What follows belongs to an exercise in optimizing a design on an open flow for small area; a production flow would make more cautious choices. Only simulation tests tie the RTL to the original design; equivalence was not proved. Power figures rest on the tool's default switching activity, not on a simulated workload.

<file path="design/flow/design.v">
module jumpy_hawk(
		CLOCK_50,
		SW,
		LEDR,
		KEY,
		HEX0,
		VGA_X,
		VGA_Y,
		VGA_COLOUR,
		VGA_PLOT
);
	input [17:0] SW;
	input CLOCK_50;
	input [3:0] KEY;
	output [6:0] HEX0;
	output [9:0] LEDR;
	output [7:0] VGA_X;
	output [7:0] VGA_Y;
	output [2:0] VGA_COLOUR;
	output VGA_PLOT;
	wire rst = !KEY[0];
	wire run = KEY[1];
	function [7:0] hole_of;
		input [3:0] i;
		case (i)
			4'd0: hole_of = 8'd32;
			4'd1: hole_of = 8'd50;
			4'd2: hole_of = 8'd60;
			4'd3: hole_of = 8'd40;
			4'd4: hole_of = 8'd6;
			4'd5: hole_of = 8'd30;
			4'd6: hole_of = 8'd16;
			4'd7: hole_of = 8'd10;
			4'd8: hole_of = 8'd26;
			4'd9: hole_of = 8'd36;
			4'd10: hole_of = 8'd0;
			default: hole_of = 8'd55;
		endcase
	endfunction
	reg en;
	reg [8:0] q;
	always @(posedge CLOCK_50)
		if (rst) begin
			en <= 1'b0;
			q <= 9'd0;
		end else begin
			if (SW[17]) en <= 1'b1;
			q <= run ? q - 1'b1 : 9'd511;
		end
	wire ctl = en && q[8:3] == 6'd0 && (q[2:0] == 3'd0 || !run);
	wire dtick = run && q[1:0] == 2'd2;
	localparam B_DEC = 4'd0, B_D8 = 4'd9, B_DEL = 4'd10, B_UPD = 4'd11, B_UPDVY = 4'd12;
	localparam A_START = 2'd0, A_RAISING = 2'd1, A_FALLING = 2'd2, A_STOP = 2'd3;
	localparam W_DEC = 3'd0, W_DRAW = 3'd1, W_DEL = 3'd2, W_DRAW_B = 3'd3, W_DEL_B = 3'd4, W_UPD = 3'd5;
	localparam WA_READY = 2'd0, WA_MOVE = 2'd1, WA_STOP = 2'd2;
	reg gogo, par;
	reg [3:0] bpos;
	reg [1:0] bad;
	reg [2:0] wpos;
	reg [1:0] wad;
	wire coll;
	always @(posedge CLOCK_50)
		if (rst) begin
			gogo <= 1'b0;
			par <= 1'b0;
			bpos <= B_DEC;
			bad <= A_START;
			wpos <= W_DEC;
			wad <= WA_READY;
		end else if (ctl) begin
			if (!SW[1]) gogo <= 1'b1;
			par <= !par;
			if (par) begin
				if (bpos == B_DEC) begin
					case (bad)
						A_START: bad <= gogo ? A_RAISING : A_START;
						A_RAISING: bad <= coll ? A_STOP : (SW[2] ? A_FALLING : A_RAISING);
						A_FALLING: bad <= coll ? A_STOP : (gogo ? A_RAISING : A_FALLING);
						default: bad <= A_START;
					endcase
					if (bad != A_STOP) bpos <= 4'd1;
				end else
					bpos <= (bpos == B_UPDVY) ? B_DEC : bpos + 1'b1;
			end else begin
				if (wpos == W_DEC) begin
					case (wad)
						WA_READY: wad <= gogo ? WA_MOVE : WA_READY;
						WA_MOVE: wad <= coll ? WA_STOP : WA_MOVE;
						default: wad <= WA_READY;
					endcase
					if (wad == WA_READY || wad == WA_MOVE) wpos <= W_DRAW;
				end else
					wpos <= (wpos == W_UPD) ? W_DEC : wpos + 1'b1;
			end
		end
	wire b_draw = !par && bpos != B_DEC && bpos <= B_D8;
	wire b_del = !par && bpos == B_DEL;
	wire b_upd = !par && bpos == B_UPD;
	wire b_updvy = !par && bpos == B_UPDVY;
	wire w_draw_bot = par && wpos == W_DRAW;
	wire w_del_bot = par && wpos == W_DEL;
	wire w_draw_top = par && wpos == W_DRAW_B;
	wire w_del_top = par && wpos == W_DEL_B;
	wire w_upd = par && wpos == W_UPD;
	wire is_bird = b_draw || b_del;
	wire is_wall = w_draw_bot || w_del_bot || w_draw_top || w_del_top;
	wire is_draw = is_bird || is_wall;
	reg [2:0] n;
	always @(posedge CLOCK_50)
		if (rst) n <= 3'd1;
		else if (ctl) n <= 3'd0;
		else if (dtick && n != 3'd5) n <= n + 1'b1;
	wire changed = n == 3'd0;
	wire denable = is_draw && (n == 3'd0 || n == 3'd5);
	reg [7:0] bird_y, vy;
	reg raising, stopped;
	reg [6:0] ry, cb;
	reg [5:0] rv;
	wire tick_y = dtick && b_upd && ry == 7'd2;
	wire tick_vy = dtick && b_updvy && rv == 6'd2;
	wire jump = !KEY[2];
	wire [7:0] bird_y_plus = bird_y + vy;
	always @(posedge CLOCK_50)
		if (rst) begin
			ry <= 7'd0;
			rv <= 6'd0;
		end else begin
			if (dtick && b_upd) ry <= ry - 1'b1;
			if (dtick && b_updvy) rv <= rv - 1'b1;
		end
	always @(posedge CLOCK_50)
		if (rst) begin
			bird_y <= 8'd64;
			cb <= 7'd0;
		end else if (tick_y) begin
			if (coll && cb == 7'd0)
				cb <= 7'd1;
			else if (cb != 7'd0 && !cb[6])
				cb <= cb + 1'b1;
			else if (cb[6]) begin
				bird_y <= 8'd64;
				cb <= 7'd0;
			end else if (raising && !stopped && bird_y >= vy)
				bird_y <= bird_y - vy;
			else if (!raising && !stopped)
				bird_y <= bird_y_plus;
		end
	always @(posedge CLOCK_50)
		if (rst) begin
			vy <= 8'd8;
			raising <= 1'b1;
			stopped <= 1'b0;
		end else if (tick_vy) begin
			if (coll)
				vy <= 8'd8;
			else if (!raising && jump) begin
				raising <= 1'b1;
				vy <= 8'd8;
				stopped <= 1'b0;
			end else if (raising && bird_y < vy) begin
				vy <= 8'd0;
				raising <= 1'b0;
			end else if (!raising && bird_y_plus > 8'd108) begin
				vy <= 8'd0;
				stopped <= 1'b1;
			end else if (raising && vy != 8'd1)
				vy <= vy - 1'b1;
			else if (raising)
				raising <= 1'b0;
			else
				vy <= vy + 1'b1;
		end
	reg [7:0] wall_x, score;
	reg [3:0] hole_i, gen;
	reg [6:0] cw;
	reg [3:0] rx;
	wire tick_x = dtick && w_upd && rx == 4'd2;
	always @(posedge CLOCK_50)
		if (rst) rx <= 4'd0;
		else if (dtick && w_upd) rx <= rx - 1'b1;
	always @(posedge CLOCK_50)
		if (rst) begin
			wall_x <= 8'd160;
			hole_i <= 4'd0;
			score <= 8'd0;
			cw <= 7'd0;
			gen <= 4'd0;
		end else if (tick_x) begin
			gen <= (gen == 4'd11) ? 4'd1 : gen + 1'b1;
			if (coll && cw == 7'd0)
				cw <= 7'd1;
			else if (cw != 7'd0 && !cw[6])
				cw <= cw + 1'b1;
			else if (cw[6]) begin
				wall_x <= 8'd160;
				score <= 8'd0;
				cw <= 7'd0;
			end else if (wall_x > 8'd1)
				wall_x <= wall_x - 1'b1;
			else begin
				wall_x <= 8'd160;
				hole_i <= gen;
				score <= score + 1'b1;
			end
		end
	wire [7:0] hole = hole_of(hole_i);
	wire [7:0] hole_bot = hole + 8'd50;
	wire [7:0] wall_right = (wall_x > 8'd150) ? 8'd160 - wall_x : wall_x + 8'd10;
	wire [7:0] bird_bot = bird_y + 8'd4;
	assign coll = wall_x <= 8'd12 && (bird_y <= hole || bird_bot >= hole_bot);
	reg [1:0] dx;
	reg [7:0] dy;
	reg fin;
	wire w_del = w_del_bot || w_del_top;
	wire dx_more = is_bird ? dx != 2'd3 : (w_del && dx == 2'd0) || (w_del && dx == 2'd1);
	wire [7:0] hb = 8'd69 - hole;
	wire [7:0] ht = hole - 1'b1;
	wire dy_more = is_bird ? dy < 8'd3 :
		(w_draw_bot || w_del_bot) ? dy < hb :
		(hole == 8'd0 || dy < ht);
	always @(posedge CLOCK_50)
		if (rst) begin
			dx <= 2'd0;
			dy <= 8'd0;
			fin <= 1'b0;
		end else if (dtick) begin
			if (denable && !fin) begin
				if (dx_more)
					dx <= dx + 1'b1;
				else if (dy_more) begin
					dx <= 2'd0;
					dy <= dy + 1'b1;
				end else
					fin <= 1'b1;
			end else if (!denable) begin
				dx <= 2'd0;
				dy <= 8'd0;
				fin <= 1'b0;
			end
		end
	wire [7:0] sx = is_bird ? 8'd8 : w_del ? wall_right : wall_x;
	wire [7:0] sy = is_bird ? bird_y : (w_draw_bot || w_del_bot) ? hole_bot : 8'd0;
	wire vis = !changed && is_draw;
	assign VGA_X = vis ? sx + dx : 8'd0;
	assign VGA_Y = vis ? sy + dy : 8'd0;
	assign VGA_COLOUR = b_draw ? 3'b100 : (w_draw_bot || w_draw_top) ? 3'b010 : 3'b000;
	assign VGA_PLOT = denable && !fin;
	assign LEDR[7:0] = score;
	assign LEDR[8] = coll;
	assign LEDR[9] = fin;
	wire a = score[0], b = score[1], c = score[2], d = score[3];
	assign HEX0[0] = ~((~a | b | c | d) & (a | b | ~c | d) & (~a | ~b | c | ~d) & (~a | b | ~c | ~d));
	assign HEX0[1] = ~((~a | ~b | ~d) & (a | ~b | ~c) & (a | ~c | ~d) & (~a | b | ~c | d));
	assign HEX0[2] = ~((~b | ~c | ~d) & (a | ~c | ~d) & (a | ~b | c | d));
	assign HEX0[3] = ~((~a | ~b | ~c) & (~a | b | c) & (a | b | ~c | d) & (a | ~b | c | ~d));
	assign HEX0[4] = ~((~a | d) & (~a | b | c) & (b | ~c | d));
	assign HEX0[5] = ~((~a | c | d) & (~b | c | d) & (~a | ~b | d) & (~a | b | ~c | ~d));
	assign HEX0[6] = ~((b | c | d) & (~a | ~b | ~c | d) & (a | b | ~c | ~d));
endmodule
</file>
<file path="design/flow/run.sh">
#!/bin/bash
# synth_recipe.tcl (not shown) runs the flow's synth.tcl, then flattens the netlist and writes it again
# the make line also repeats each setting of config.mk as NAME=value (left out here)
make -C /OpenROAD-flow-scripts/flow DESIGN_CONFIG=/design/flow/config.mk WORK_HOME=/design/flow/orfs CLKGATE_MAP_FILE= SYNTH_SCRIPT=/design/flow/synth_recipe.tcl finish
</file>
<file path="design/flow/config.mk">
export PLATFORM = sky130hd
export DESIGN_NAME = jumpy_hawk
export DESIGN_NICKNAME = jumpy_hawk
export VERILOG_FILES = /design/flow/design.v
export SDC_FILE = /design/flow/constraint.sdc
export NUM_CORES = 4
export LEC_CHECK = 0
export CAP_MARGIN = 20
export CORE_MARGIN = 2
export CORE_UTILIZATION = 40
export SLEW_MARGIN = 20
</file>
<file path="design/flow/constraint.sdc">
create_clock -name core_clock -period 10.0 [get_ports {CLOCK_50}]
set_input_delay 2.0000 -clock core_clock [delete_from_list [all_inputs] [get_ports {CLOCK_50}]]
set_output_delay 2.0000 -clock core_clock [all_outputs]
set_load 0.01 [all_outputs]
</file>
==> impl_metrics.py <==
metrics = {
    "run_status": {
        "status": "finished clean",
    },
    "yosys": {
        "syn_inst": 1130,
        "synth.avg_cell_area_um2": 8.04,
        "ys_seq_area_frac": 0.256,
        "ys_types": 96,
        "yosys_warnings": 1,
        "synth_async_sr_flop_share": 0,
        "synth_commonest_cells": "139 x nor2_1, 116 x dfxtp_1, 101 x ha_1",
        "synth_area_leaders": "dfxtp_1 26%, ha_1 14%, nor2_1 5.7%, a21oi_1 4.6%, xnor2_1 4.4%",
        "synth_top_area_cell": "dfxtp_1",
        "synth_nets": 1258,
        "yosysMostFrequentCell": "nor2_1",
        "synth_edf_count": 0,
        "netlist_area_um2": 9080,
        "synth_top_area_frac": 0.256,
        "ys.flop_type": "dfxtp_1",
        "ys_ff_latch": 116,
    },
    "clocking": {
        "hold_buffers": 0,
        "clkTransAtPathRegs_ps": 60,
        "cts_tree": "built",
        "post-cts-setup-buffers": 0,
        "cts-resized-gates": 0,
        "numClockSinks": 116,
        "cts_buffer_depth": 2,
        "root_buffer": "clkbuf_16",
        "cts_inserted_buffers": 17,
        "insertion_delay_ps": 420,
        "htreeDepth": 4,
    },
    "route": {
        "drc": 0,
        "firstDrtPassIters": 5,
        "dr_wl_met2_um": 9060,
        "via_per_inst": 5.41,
        "drt_iter0_drc": 472,
        "routed_wl_um": 20500,
        "wire_per_inst_um": 14.3,
        "vias": 7760,
        "top_layer": "met4",
        "wl_met1_um": 10600,
        "wl_met3_um": 752,
        "antenna_left": 0,
    },
    "worst_setup_path": {
        "arrival_ps": 4550,
        "critPathKind": "flop to primary output",
        "end_kind": "primary output",
        "critPathMaxFanout": 16,
        "startpoint_type": "flop",
        "worstPathRequired_ps": 8000,
    },
    "grt": {
        "grt_max_degree": 40,
        "grt_pass1_vias": 7187,
        "antenna_found_initial": 0,
        "grt_pass1_wl_um": 34700,
        "grt-ovfl-total": 0,
        "grtUsageTotal": 0.175,
    },
    "timing": {
        "rsz0062_at_grt": "no",
        "post-route-period-util": 0.655,
        "holdWs_ps": 467,
        "finalHoldViolations": 0,
        "fmax_mhz": 153,
        "setup_viol": 0,
        "relSlewSlack": 0.425,
        "fin_ws_ps": 3450,
        "worstMarginPinSlew_ps": 863,
        "setup_tns_ps": 0,
        "fin_worst_skew_ps": 11.2,
        "min_period_ps": 6550,
        "slew_viol_final": 0,
    },
    "floorplan": {
        "num_rows": 55,
        "die_height_um": 155,
        "io_pins": 60,
        "die_area_um2": 23900,
        "core-area_um2": 22400,
        "initial_core_util": 0.405,
        "dieWidth_um": 155,
    },
    "power": {
        "ir_worst_vdd_mv": 0.0880,
        "total_leakage_power_nw": 4.01,
        "p_per_area_nw_per_um2": 119,
    },
    "placement": {
        "pre_cts_ws_ps": 3870,
        "placed_cells": 1403,
        "io_buffers": 42,
        "hpwl_um": 15000,
        "gp_congestion": 0.810,
    },
    "flow_run": {
        "cap_violations": 0,
    },
    "final_layout": {
        "diodes": 0,
        "drive_gt1_frac": 0.0661,
        "fin_cells": 1435,
        "syn_to_final_growth_pct": 12.9,
        "fillers": 2215,
        "final_nets": 1265,
    },
    "hold_path": {
        "hold_path.class": "flop to flop",
    },
}
-- cell usage in the layout (no fill, tap or decap), types with 4 or more instances in the layout --
| cell | synthesis | final |
|---|---|---|
| xor2_1 | 23 | 23 |
| nor3b_1 | 5 | 5 |
| nor4_1 | 9 | 9 |
| mux2i_1 | 19 | 19 |
| nand2b_1 | 19 | 19 |
| clkdlybuf4s50_1 | 0 | 42 |
| fa_1 | 4 | 4 |
| or4_1 | 4 | 4 |
| o31ai_1 | 9 | 9 |
| o211ai_1 | 7 | 7 |
| o21bai_1 | 7 | 7 |
| xnor2_1 | 46 | 46 |
| or3_1 | 13 | 13 |
| o32ai_1 | 6 | 6 |
| a211oi_1 | 16 | 16 |
| clkbuf_16 | 0 | 17 |
| nor3_1 | 19 | 19 |
| a31oi_1 | 13 | 13 |
| dfxtp_1 | 116 | 116 |
| o22ai_1 | 5 | 5 |
| and2_1 | 11 | 11 |
| and3_1 | 13 | 13 |
| nand2_1 | 79 | 79 |
| a21o_1 | 18 | 18 |
| inv_1 | 75 | 75 |
| a22oi_1 | 8 | 8 |
| nand3b_1 | 11 | 11 |
| a221oi_1 | 5 | 5 |
| nand4_1 | 10 | 10 |
| nor2b_1 | 16 | 16 |
| o21ai_0 | 51 | 51 |
| nand3_1 | 33 | 33 |
| bufinv_16 | 0 | 6 |
| a21oi_1 | 83 | 83 |
| ha_1 | 101 | 101 |
| nor2_1 | 139 | 139 |
-- logic make-up after synthesis --
| kind of cell | share of synthesized area |
|---|---|
| flops | 0.256 |
| other cells | 0.000413 |
| buf+inv | 0.0660 |
| fa+ha+maj | 0.148 |
| xor+xnor | 0.0683 |
| mux | 0.0263 |
| simple gates | 0.242 |
| compound gates | 0.193 |
-- final cells by class --
class / count / area (um2) / share of cell area
clock inverter: 14 / 245 / 0.0239
timing repair buffer: 45 / 443 / 0.0432
multi-input combinational: 880 / 6160 / 0.601
clock buffer: 18 / 439 / 0.0428
sequential: 116 / 2320 / 0.226
inverter: 77 / 289 / 0.0282
tap: 285 / 357 / 0.0348
-- flip-flops by register name, indices dropped and copies added (netlist names), 6 cells and up --
signal / flops
q: 9
bird_y: 8
dy: 8
score: 8
vy: 8
wall_x: 8
cb: 7
cw: 7
ry: 7
hole: 6
rv: 6
-- final timing paths --
kind | startpoint | depth (start not counted) | endpoint | slack [ps]
setup / recovery | bpos[0] | 16 | VGA_Y[7] | 3450
hold / removal | q[0] | 1 | q[0] | 470
setup reg to reg | hole[1] | 14 | dy[5] | 5880
hold reg to reg | q[0] | 1 | q[0] | 470
-- per-layer routing --
layer / vias to the layer above / track usage
li1: 3994 / -
met1: 3630 / 0.245
met2: 126 / 0.277
met3: 10 / 0.0339
met4: 0 / 0.0406
met5: - / 0
-- power breakdown --
group | total, mW | switching, mW | internal (mW)
clock network | 0.711 | 0.234 | 0.477
logic | 0.0344 | 0.0218 | 0.0126
registers | 0.472 | 0.00443 | 0.467
-- critical path, cell delays in order (launching register included) --
cell and delay, ps:
dfxtp_1 420, inv_1 120, ha_1 300, nor3b_2 200
nor2_1 220, and2_1 650, nand2_1 100, o21ai_0 130
ha_1 280, a21o_1 180, a21o_1 200, a21o_1 180
a21oi_1 210, o21ai_0 140, xnor2_1 140, nor2_1 100
clkdlybuf4s50_1 560
-- through the flow --
stage	util	power (mW)	instance area [um2]
finish	0.457	1.22	10300
floorplan	-	0.507	9080
global route	0.457	1.26	10300
CTS	0.457	1.23	10300
detailed placement	0.427	0.517	9570
global placement	0.427	0.516	9570

==> re-timing with driven ports <==
The flow's constraints put no driver on any port. The routed layout listed below was extracted and timed again, unchanged, in two steps.
Step 1: set_driving_cell puts a clkbuf_16 on CLOCK_50 and a buf_2 on each other input, an assumption about the parent block.
Step 2 moves the port delays by t, midway between the first and last clock arrival at a register: inputs arrive t later, outputs are due t later. That takes back most of the time a late clock gives input paths.
Slacks: ideal / step 1 / step 2; pairs: ideal / step 1.
shift t [ns]: 0.459
setup slack, ns: 3.450 / 3.408 / 3.866
worst setup path at the end: register to output
After both steps setup and hold are still met in this run. The setup slack of this run moves by -0.042 ns with the drivers and by +0.416 ns with both steps.
